What follows belongs to an exercise in optimizing a design on an open flow for small area; a production flow would make more cautious choices.
Function was checked by simulation only, so behaviour that the tests miss may differ from the original.
The flow treats the clock pin as an ideal source. Dropping or thinning the clock tree relies on that and would not hold on a real chip.
Power and IR drop assume default switching activity.

==> inputs of run B <==
==> flow/design.v <==
module uart_debounce
(
	input 	wire 	clk,
	input 	wire 	btn_press,
	output 	reg 	btn_result,
	output 	wire 	rst
);
localparam [17:0] SEED = 18'hf2be;
localparam [17:0] POL  = 18'h2aaaa;
reg  [17:0] cnt_q;
reg         sync1;
reg         sync2;
wire [17:0] s    = cnt_q ^ POL;
wire        diff = sync2 ^ btn_result;
wire        term = (s[16:0] == 17'd0);
assign rst = btn_result | (diff & term);
always @(posedge clk)
begin
	sync1 <= btn_press;
	sync2 <= sync1;
	if (diff && term)
		btn_result <= sync2;
	if (!diff || term)
		cnt_q <= SEED ^ POL;
	else
		cnt_q <= {s[16:0], s[17] ^ s[6]} ^ POL;
end
endmodule
module uart_rx
(
	input 				i_clk,
	input 				i_rst,			 
	input 				i_data_bit,
	output 				o_latch,		 
	output 				o_ferr,			 
	output reg [7:0] 	o_data_byte
);
localparam [3:0] P_STOP = 4'd7, P_H1 = 4'd4, P_H2 = 4'd2, P_IDLE = 4'd5, P_E1 = 4'd1, P_E2 = 4'd0, P_START = 4'd6;
localparam [7:0] CSEED = 8'he5, T116 = 8'ha7, CPOL = 8'haa;
reg  [3:0] phase;
reg  [7:0] cnt_q;
reg        rx_sync1, rx_sync2;
wire [7:0] cnt = cnt_q ^ CPOL;
wire start_fall = rx_sync2 & ~rx_sync1;
wire t116 = (cnt == T116);
wire t233 = (cnt[6:0] == 7'd0);
wire idle = (phase == P_IDLE);
reg [3:0] phase_inc;
always @(*)
	case (phase[2:0])
		3'b000: phase_inc = 4'b1001;
		3'b001: phase_inc = 4'b1011;
		3'b011: phase_inc = 4'b1010;
		3'b010: phase_inc = 4'b1110;
		3'b110: phase_inc = 4'b1111;
		3'b111: phase_inc = 4'b1101;
		3'b101: phase_inc = 4'b1100;
		default: phase_inc = P_STOP;
	endcase
assign o_latch = (phase == P_H1) | (phase == P_E1);
assign o_ferr  = (phase == P_E2);
always @(posedge i_clk)
begin
	if (i_rst) begin
		rx_sync1 <= 1'b1;
		rx_sync2 <= 1'b1;
	end else begin
		rx_sync1 <= i_data_bit;
		rx_sync2 <= rx_sync1;
	end
end
always @(posedge i_clk)
begin
	if (i_rst || idle || t233)
		cnt_q <= CSEED ^ CPOL;
	else
		cnt_q <= {cnt[6:0], cnt[7] ^ (cnt[3] | cnt[4])} ^ CPOL;
end
always @(posedge i_clk)
begin
	if (i_rst)
		phase <= P_IDLE;
	else case (phase)
		P_IDLE:  if (start_fall) phase <= P_START;
		P_START: if (t116 && rx_sync2) phase <= P_IDLE;
		         else if (t233) phase <= 4'd8;
		P_STOP:  if (t116) phase <= rx_sync2 ? P_H1 : P_E1;
		P_H1:    phase <= P_H2;
		P_E1:    phase <= P_E2;
		P_H2, P_E2: phase <= P_IDLE;
		default: if (phase[3] && t233) phase <= phase_inc;
	endcase
end
always @(posedge i_clk)
begin
	if (phase[3] && t116)
		o_data_byte <= {rx_sync2, o_data_byte[7:1]};
end
endmodule
module uart_tx
(
	input		 	i_clk,
	input 			i_rst,			 
	input [7:0] 	data_send,
	input 			tx_valid,
	output 			o_tx
);
localparam [7:0] CSEED = 8'he5, CPOL = 8'haa;
reg  [7:0] cnt_q;
reg  [9:0] frame;
wire [7:0] cnt = cnt_q ^ CPOL;
wire t233  = (cnt[6:0] == 7'd0);
assign o_tx = frame[0];
always @(posedge i_clk)
begin
	if (i_rst)
		cnt_q <= CSEED ^ CPOL;
	else if (tx_valid)
		cnt_q <= 8'h80 ^ CPOL;
	else if (t233)
		cnt_q <= CSEED ^ CPOL;
	else
		cnt_q <= {cnt[6:0], cnt[7] ^ (cnt[3] | cnt[4])} ^ CPOL;
end
always @(posedge i_clk)
begin
	if (i_rst)
		frame <= 10'h3ff;
	else if (tx_valid)
		frame <= {data_send, 2'b01};
	else if (t233)
		frame <= {1'b1, frame[9:1]};
end
endmodule
module uart_top
(
	input 	wire clk,
	input 	wire rst_btn,
	input 	wire BL616_UART_RX,
	output 	wire BL616_UART_TX,
	output 	reg LED0,
	output	reg LED1,
	output 	reg LED2,
	output 	reg LED3,
	output 	wire LED4
);
localparam [20:0] DLY_SEED = 21'h17de1f;	 
localparam [22:0] LED_SEED = 23'h17fac4;	 
localparam [24:0] HB_SEED  = 25'h6145f8;	 
localparam [20:0] DLY_POL  = 21'h0aaaaa;
localparam [22:0] LED_POL  = 23'h2aaaaa;
localparam [24:0] HB_POL   = 25'h0aaaaaa;
wire rst_active, rst;
uart_debounce DEBOUNCE
(
	.clk 		(clk),
	.btn_press 	(rst_btn),
	.btn_result (rst_active),
	.rst        (rst)
);
assign LED4 = ~rst_active;
wire       rx_latch, rx_ferr;
wire [7:0] rx_data;
reg  [7:0] rx_data_latched;
reg        tx_valid;
uart_rx RX
(
	.i_clk       (clk),
	.i_rst       (rst),
	.i_data_bit  (BL616_UART_RX),
	.o_latch     (rx_latch),
	.o_ferr      (rx_ferr),
	.o_data_byte (rx_data)
);
uart_tx TX
(
	.i_clk     (clk),
	.i_rst     (rst),
	.data_send (rx_data_latched),
	.tx_valid  (tx_valid),
	.o_tx      (BL616_UART_TX)
);
always @(posedge clk)
	if (rx_latch)
		rx_data_latched <= rx_data;
reg  [20:0] dly_q;
reg  [20:0] dly_n;
wire [20:0] dly      = dly_q ^ DLY_POL;
wire        dly_low0 = (dly[19:0] == 20'd0);
wire        dly_idle = dly_low0 & ~dly[20];
wire        dly_end  = dly_low0 &  dly[20];
always @(*)
begin
	if (rst)
		dly_n = 21'd0;
	else if (rx_latch && dly_idle)
		dly_n = DLY_SEED;
	else
		dly_n = {dly[19:0], (dly[20] ^ dly[1]) & ~dly_low0};
end
always @(posedge clk)
begin
	dly_q    <= dly_n ^ DLY_POL;
	tx_valid <= ~rst & dly_end;
end
reg  [24:0] hb_q;
reg  [24:0] hb_n;
wire [24:0] hb     = hb_q ^ HB_POL;
wire        hb_end = (hb[23:0] == 24'd0);
always @(*)
begin
	if (rst || hb_end)
		hb_n = HB_SEED;
	else
		hb_n = {hb[23:0], hb[24] ^ hb[2]};
end
always @(posedge clk)
begin
	hb_q <= hb_n ^ HB_POL;
	if (rst)
		LED0 <= 1'b1;
	else if (hb_end)
		LED0 <= ~LED0;
end
reg  [22:0] l1_q, l2_q, l1_n, l2_n;
wire [22:0] l1 = l1_q ^ LED_POL;
wire [22:0] l2 = l2_q ^ LED_POL;
wire l1_low0 = (l1[21:0] == 22'd0);
wire l2_low0 = (l2[21:0] == 22'd0);
wire l1_idle = l1_low0 & ~l1[22];
wire l2_idle = l2_low0 & ~l2[22];
always @(*)
begin
	if (rst)
		l1_n = 23'd0;
	else if (rx_latch)
		l1_n = LED_SEED;
	else
		l1_n = {l1[21:0], (l1[22] ^ l1[4]) & ~l1_low0};
	if (rst)
		l2_n = 23'd0;
	else if (tx_valid)
		l2_n = LED_SEED;
	else
		l2_n = {l2[21:0], (l2[22] ^ l2[4]) & ~l2_low0};
end
always @(posedge clk)
begin
	l1_q <= l1_n ^ LED_POL;
	l2_q <= l2_n ^ LED_POL;
	if (rst) begin
		LED1 <= 1'b1;
		LED2 <= 1'b1;
	end else begin
		if (!rx_latch)
			LED1 <= l1_idle;
		if (!tx_valid)
			LED2 <= l2_idle;
	end
end
always @(posedge clk)
begin
	if (rst)
		LED3 <= 1'b1;
	else if (rx_ferr)
		LED3 <= 1'b0;
end
endmodule
==> flow/flow/run.sh <==
#!/bin/bash
# The standard layout (standard.sh), with these changes:
#  - synthesis is the standard flow's own script (synth_recipe.tcl) with ABC run on an
#    area-oriented script (flow/area.abc) instead of ORFS's speed script;
#  - the clock tree is a clkbuf_8 root driving five clkbuf_16 leaves, built
#    by flow/pre_cts.tcl in place of TritonCTS;
#  - port buffers are buf_1.
# Each tool's output goes to the ORFS logs under orfs/logs; make's own output
# goes to flow_make.log.
set -euo pipefail
W=$PWD
{
  echo "proc abc {args} {"
  echo "  set i [lsearch -exact \$args -script]"
  echo "  if {\$i >= 0} { lset args [expr {\$i + 1}] $W/flow/area.abc }"
  echo "  yosys abc {*}\$args"
  echo "}"
  cat synth_recipe.tcl
} > flow_synth.tcl
sed "s#SYNTH_SCRIPT=[^ ]*#SYNTH_SCRIPT=$W/flow_synth.tcl#" standard.sh > flow_standard.sh
export PRE_CTS_TCL=$W/flow/pre_cts.tcl
export BUFFER_PORTS_ARGS="-buffer_cell sky130_fd_sc_hd__buf_1"
bash flow_standard.sh > flow_make.log 2>&1
==> flow/flow/area.abc <==
strash
dch -f
amap
mfs2 -a
strash
dch -f
amap
topo
==> flow/flow/pre_cts.tcl <==
# Replaces TritonCTS with a two-level clock tree: the clock port drives one
# root buffer, placed at the centre of the leaves, which drives NLEAF leaf
# buffers, each placed at the centre of a cluster of flip-flops (k-means with
# equal-size clusters on their placed positions) and driving their clock pins. The rest of ORFS's
# CTS step (legalisation, timing repair) runs unchanged after it.
proc manual_clock_tree {nleaf master rootmaster} {
  set block [ord::get_db_block]
  set clknet [$block findNet clk]
  set sinks {}
  foreach it [$clknet getITerms] {
    set inst [$it getInst]
    lassign [$inst getLocation] x y
    set m [$inst getMaster]
    set x [expr {$x + [$m getWidth] / 2}]
    set y [expr {$y + [$m getHeight] / 2}]
    lappend sinks [list $it $x $y]
  }
  set n [llength $sinks]
  puts "manual_cts: $n clock sinks, $nleaf leaf buffers of $master"
  set sorted [lsort -integer -index 1 $sinks]
  set cx {}
  set cy {}
  for {set k 0} {$k < $nleaf} {incr k} {
    set s [lindex $sorted [expr {int(($k + 0.5) * $n / $nleaf)}]]
    lappend cx [lindex $s 1]
    lappend cy [lindex $s 2]
  }
  # k-means with a capacity of ceil(n / nleaf) sinks per cluster: each pass
  # assigns sinks to the nearest centre with room, closest pairs first.
  set cap [expr {($n + $nleaf - 1) / $nleaf}]
  for {set iter 0} {$iter < 30} {incr iter} {
    set pairs {}
    set i 0
    foreach s $sinks {
      for {set k 0} {$k < $nleaf} {incr k} {
        set d [expr {abs([lindex $s 1] - [lindex $cx $k]) + abs([lindex $s 2] - [lindex $cy $k])}]
        lappend pairs [list $d $i $k]
      }
      incr i
    }
    set pairs [lsort -integer -index 0 $pairs]
    set asg [lrepeat $n -1]
    set cnt [lrepeat $nleaf 0]
    foreach p $pairs {
      lassign $p d i k
      if {[lindex $asg $i] >= 0 || [lindex $cnt $k] >= $cap} { continue }
      lset asg $i $k
      lset cnt $k [expr {[lindex $cnt $k] + 1}]
    }
    set sx [lrepeat $nleaf 0]
    set sy [lrepeat $nleaf 0]
    foreach s $sinks a $asg {
      lset sx $a [expr {[lindex $sx $a] + [lindex $s 1]}]
      lset sy $a [expr {[lindex $sy $a] + [lindex $s 2]}]
    }
    for {set k 0} {$k < $nleaf} {incr k} {
      if {[lindex $cnt $k] > 0} {
        lset cx $k [expr {[lindex $sx $k] / [lindex $cnt $k]}]
        lset cy $k [expr {[lindex $sy $k] / [lindex $cnt $k]}]
      }
    }
  }
  puts "manual_cts: cluster sizes $cnt"
  set mbuf [[ord::get_db] findMaster $master]
  set rx 0
  set ry 0
  for {set k 0} {$k < $nleaf} {incr k} {
    set rx [expr {$rx + [lindex $cx $k]}]
    set ry [expr {$ry + [lindex $cy $k]}]
  }
  set root [odb::dbInst_create $block [[ord::get_db] findMaster $rootmaster] "clkbuf_root"]
  $root setLocation [expr {$rx / $nleaf}] [expr {$ry / $nleaf}]
  $root setPlacementStatus PLACED
  set rootnet [odb::dbNet_create $block "clknet_root"]
  $rootnet setSigType CLOCK
  [$root findITerm A] connect $clknet
  [$root findITerm X] connect $rootnet
  set leafnets {}
  for {set k 0} {$k < $nleaf} {incr k} {
    set b [odb::dbInst_create $block $mbuf "clkbuf_leaf_$k"]
    $b setLocation [lindex $cx $k] [lindex $cy $k]
    $b setPlacementStatus PLACED
    set net [odb::dbNet_create $block "clknet_leaf_$k"]
    $net setSigType CLOCK
    [$b findITerm A] connect $rootnet
    [$b findITerm X] connect $net
    lappend leafnets $net
  }
  foreach s $sinks a $asg {
    set it [lindex $s 0]
    $it disconnect
    $it connect [lindex $leafnets $a]
  }
  set_propagated_clock [all_clocks]
}

proc remove_manual_clock_tree {nleaf} {
  set block [ord::get_db_block]
  set clknet [$block findNet clk]
  for {set k 0} {$k < $nleaf} {incr k} {
    set net [$block findNet "clknet_leaf_$k"]
    foreach it [$net getITerms] {
      if {[[$it getInst] getName] ne "clkbuf_leaf_$k"} {
        $it disconnect
        $it connect $clknet
      }
    }
    odb::dbInst_destroy [$block findInst "clkbuf_leaf_$k"]
    odb::dbNet_destroy $net
  }
  odb::dbInst_destroy [$block findInst "clkbuf_root"]
  odb::dbNet_destroy [$block findNet "clknet_root"]
}

proc max_clock_pin_slew {} {
  set mx 0
  foreach pin [get_pins -hierarchical */CLK] {
    set s [get_property $pin slew_max]
    if {$s > $mx} { set mx $s }
  }
  return $mx
}

rename clock_tree_synthesis orfs_clock_tree_synthesis
proc clock_tree_synthesis {args} {
  for {set nleaf 5} {$nleaf <= 10} {incr nleaf} {
    manual_clock_tree $nleaf sky130_fd_sc_hd__clkbuf_16 sky130_fd_sc_hd__clkbuf_8
    estimate_parasitics -placement
    set mx [max_clock_pin_slew]
    puts "manual_cts: $nleaf leaves, max clock-pin slew $mx"
    if {$mx < 0.126 || $nleaf == 10} { break }
    remove_manual_clock_tree $nleaf
  }
}
==> flow/standard.sh <==
#!/bin/bash
# synth_recipe.tcl (not shown) runs the flow's synth.tcl, then flattens the netlist and writes it again
# the make line also repeats each setting of config.mk as NAME=value (left out here)
make -C /OpenROAD-flow-scripts/flow DESIGN_CONFIG=/design/flow/config.mk WORK_HOME=/design/flow/orfs CLKGATE_MAP_FILE= SYNTH_SCRIPT=/design/flow/synth_recipe.tcl "${@:-finish}"
==> flow/config.mk <==
export PLATFORM = sky130hd
export DESIGN_NAME = uart_top
export DESIGN_NICKNAME = uart_top
export VERILOG_FILES = /design/flow/design.v
export SDC_FILE = /design/flow/constraint.sdc
export NUM_CORES = 4
export LEC_CHECK = 0
export CAP_MARGIN = 20
export CORE_MARGIN = 2
export CORE_UTILIZATION = 60
export SLEW_MARGIN = 20
==> flow/constraint.sdc <==
create_clock -name core_clock -period 10.0 [get_ports {clk}]
set_input_delay 2.0000 -clock core_clock [delete_from_list [all_inputs] [get_ports {clk}]]
set_output_delay 2.0000 -clock core_clock [all_outputs]
set_load 0.01 [all_outputs]
==> run K (differences from run B) <==
--- a/flow/design.v
+++ b/flow/design.v
@@ -160,8 +160,7 @@
 );
 assign LED4 = ~rst_active;
-wire       rx_latch, rx_ferr;
+wire       rx_latch, rx_ferr, tx_valid;
 wire [7:0] rx_data;
 reg  [7:0] rx_data_latched;
-reg        tx_valid;
 uart_rx RX
 (
@@ -187,7 +186,7 @@
 reg  [20:0] dly_n;
 wire [20:0] dly      = dly_q ^ DLY_POL;
-wire        dly_low0 = (dly[19:0] == 20'd0);
-wire        dly_idle = dly_low0 & ~dly[20];
-wire        dly_end  = dly_low0 &  dly[20];
+wire        dly_hi0  = (dly[20:1] == 20'd0);
+wire        dly_idle = dly_hi0;
+assign      tx_valid = dly_hi0 & dly[0];
 always @(*)
 begin
@@ -196,12 +195,11 @@
 	else if (rx_latch && dly_idle)
 		dly_n = DLY_SEED;
-	else
-		dly_n = {dly[19:0], (dly[20] ^ dly[1]) & ~dly_low0};
-end
-always @(posedge clk)
-begin
-	dly_q    <= dly_n ^ DLY_POL;
-	tx_valid <= ~rst & dly_end;
-end
+	else if (tx_valid)
+		dly_n = 21'd0;
+	else
+		dly_n = {dly[19:0], dly[20] ^ dly[1]};
+end
+always @(posedge clk)
+	dly_q <= dly_n ^ DLY_POL;
 reg  [24:0] hb_q;
 reg  [24:0] hb_n;
==> flow/flow/run.sh (replaced) <==
#!/bin/bash
# The standard layout (standard.sh), with these changes:
#  - synthesis is the standard flow's own script (synth_recipe.tcl), but ABC runs once
#    for each area-oriented script flow/abc_*.script instead of ORFS's speed
#    script, and the smallest result is kept (flow/abc_bestof.tcl);
#  - the clock tree is a clkbuf_8 root driving clkbuf_16 leaves (the fewest,
#    from five, whose estimated clock-pin slew stays under 126 ps), built by
#    flow/pre_cts.tcl in place of TritonCTS;
#  - port buffers are buf_1.
# Each tool's output goes to the ORFS logs under orfs/logs; make's own output
# goes to flow_make.log.
set -euo pipefail
W=$PWD
{
  echo "set ::ABC_SCRIPTS [list $(ls $W/flow/abc_*.script | tr '\n' ' ')]"
  cat flow/abc_bestof.tcl
  cat synth_recipe.tcl
} > flow_synth.tcl
sed "s#SYNTH_SCRIPT=[^ ]*#SYNTH_SCRIPT=$W/flow_synth.tcl#" standard.sh > flow_standard.sh
export PRE_CTS_TCL=$W/flow/pre_cts.tcl
export BUFFER_PORTS_ARGS="-buffer_cell sky130_fd_sc_hd__buf_1"
bash flow_standard.sh > flow_make.log 2>&1
==> flow/flow/abc_a1.script (new file) <==
strash
dch
map -a
mfs2
strash
dch
map -a
topo
dnsize -c
==> flow/flow/abc_bestof.tcl (new file) <==
# Runs ABC once per script in ABC_SCRIPTS and keeps the smallest result.
proc abc {args} {
  set i [lsearch -exact $args -script]
  set l [lsearch -exact $args -liberty]
  if {$i < 0 || $l < 0} {
    yosys abc {*}$args
    return
  }
  set lib [lindex $args [expr {$l + 1}]]
  set report $::env(OBJECTS_DIR)/abc_area.txt
  yosys design -save pre_abc
  set best_area 1e18
  set best_script ""
  foreach script $::ABC_SCRIPTS {
    yosys design -load pre_abc
    lset args [expr {$i + 1}] $script
    yosys abc {*}$args
    yosys tee -q -o $report stat -liberty $lib
    set fh [open $report r]
    set text [read $fh]
    close $fh
    regexp {Chip area for module [^:]*:\s*([0-9.]+)} $text -> area
    puts "abc_bestof: $script area $area"
    if {$area < $best_area} {
      set best_area $area
      set best_script $script
      yosys design -save best_abc
    }
  }
  yosys design -load best_abc
  puts "abc_bestof: kept $best_script area $best_area"
}
==> flow/flow/abc_c1.script (new file) <==
strash
dch
map -a
mfs2
strash
dch
map -a
mfs2
strash
dch
map -a
topo
dnsize -c
==> flow/flow/abc_c6.script (new file) <==
strash
dch
map -a
mfs2 -a
strash
dch
map -a
topo
dnsize -c
==> flow/flow/abc_d3.script (new file) <==
strash
dch -f
amap
mfs2 -a
strash
dch -f
amap
topo
==> flow/flow/abc_ds1.script (new file) <==
strash
&get -n
&deepsyn -T 20 -S 1
&put
dch -f
amap
mfs2 -a
strash
dch -f
amap
topo
==> flow/flow/abc_ds2.script (new file) <==
strash
&get -n
&deepsyn -T 20 -S 2
&put
dch -f
amap
mfs2 -a
strash
dch -f
amap
topo
==> flow/flow/abc_ds3.script (new file) <==
strash
&get -n
&deepsyn -T 20 -S 3
&put
dch -f
amap
mfs2 -a
strash
dch -f
amap
topo
==> flow/flow/abc_e1.script (new file) <==
strash
&get -n
&deepsyn -T 20
&put
dch -f
amap
mfs2 -a
strash
dch -f
amap
topo
--- a/flow/config.mk
+++ b/flow/config.mk
@@ -8,4 +8,5 @@
 export CAP_MARGIN = 20
 export CORE_MARGIN = 2
-export CORE_UTILIZATION = 60
+export CORE_UTILIZATION = 65
+export GPL_TIMING_DRIVEN = 0
 export SLEW_MARGIN = 20
removed: flow/flow/area.abc
==> comparison table <==
|  | run B | run K |
|---|---|---|
| Status | complete, no violations | complete, no violations |
| Highest fanout seen on the critical path | 3 | 24 |
| Origin of the critical flop-to-flop path | RX.phase[0]$_SDFFE_PP1P_ | DEBOUNCE.btn_result$_DFFE_PP_ |
| Post-placement cell count | 601 | 570 |
| Number of distinct library cells after synthesis | 33 | 32 |
| Area taken by multi-input logic gates | 0.00139 sq mm | 0.00137 sq mm |
| Number of non-clock inverters | 34 | 26 |
| Slowest stage delay, CP | 0.43 ns | 0.83 ns |
| Setup clock skew after layout | 0.0103 ns | 0.0157 ns |
| Net switching power of the design | 0.385 mW | 0.383 mW |
| Number of cells in the finished layout apart from fillers | 607 | 576 |
| Wire length on met2 | 3680 um | 3700 um |
| Die Y-Extent | 95.4 um | 91.1 um |
| Floorplan die area | 0.00910 sq mm | 0.00829 sq mm |
| Sequential fraction of the synthesis area | 69.7% | 70.5% |
| Worst setup slack after layout | 6.95 ns | 5.12 ns |
No run of this note takes its clock network from TritonCTS; it comes from the design's own scripts or RTL.

## static timing again, ports no longer ideal
The flow's constraints put no driver on any port. The routed layouts listed below were extracted and timed again, unchanged, in two steps.
Step 1 sets driving cells, clkbuf_16 on the clock port and buf_2 on the other inputs (assumed; they add their load-dependent delay and slew).
Step 2 moves the port delays by t, midway between the first and last clock arrival at a register: inputs arrive t later, outputs are due t later. That takes back most of the time a late clock gives input paths.
a / b / c = ideal / step 1 / step 2; a / b = the first two.
run | t, ns | slack for setup (ns) | worst setup path at the end | latest minus earliest clock arrival (ns)
run B | 0.422 | 6.947 / 6.915 / 6.975 | register to register | 0.010 / 0.010
run K | 0.412 | 5.124 / 5.124 / 5.124 | register to register | 0.016 / 0.016
After both steps every run listed still meets setup and hold.
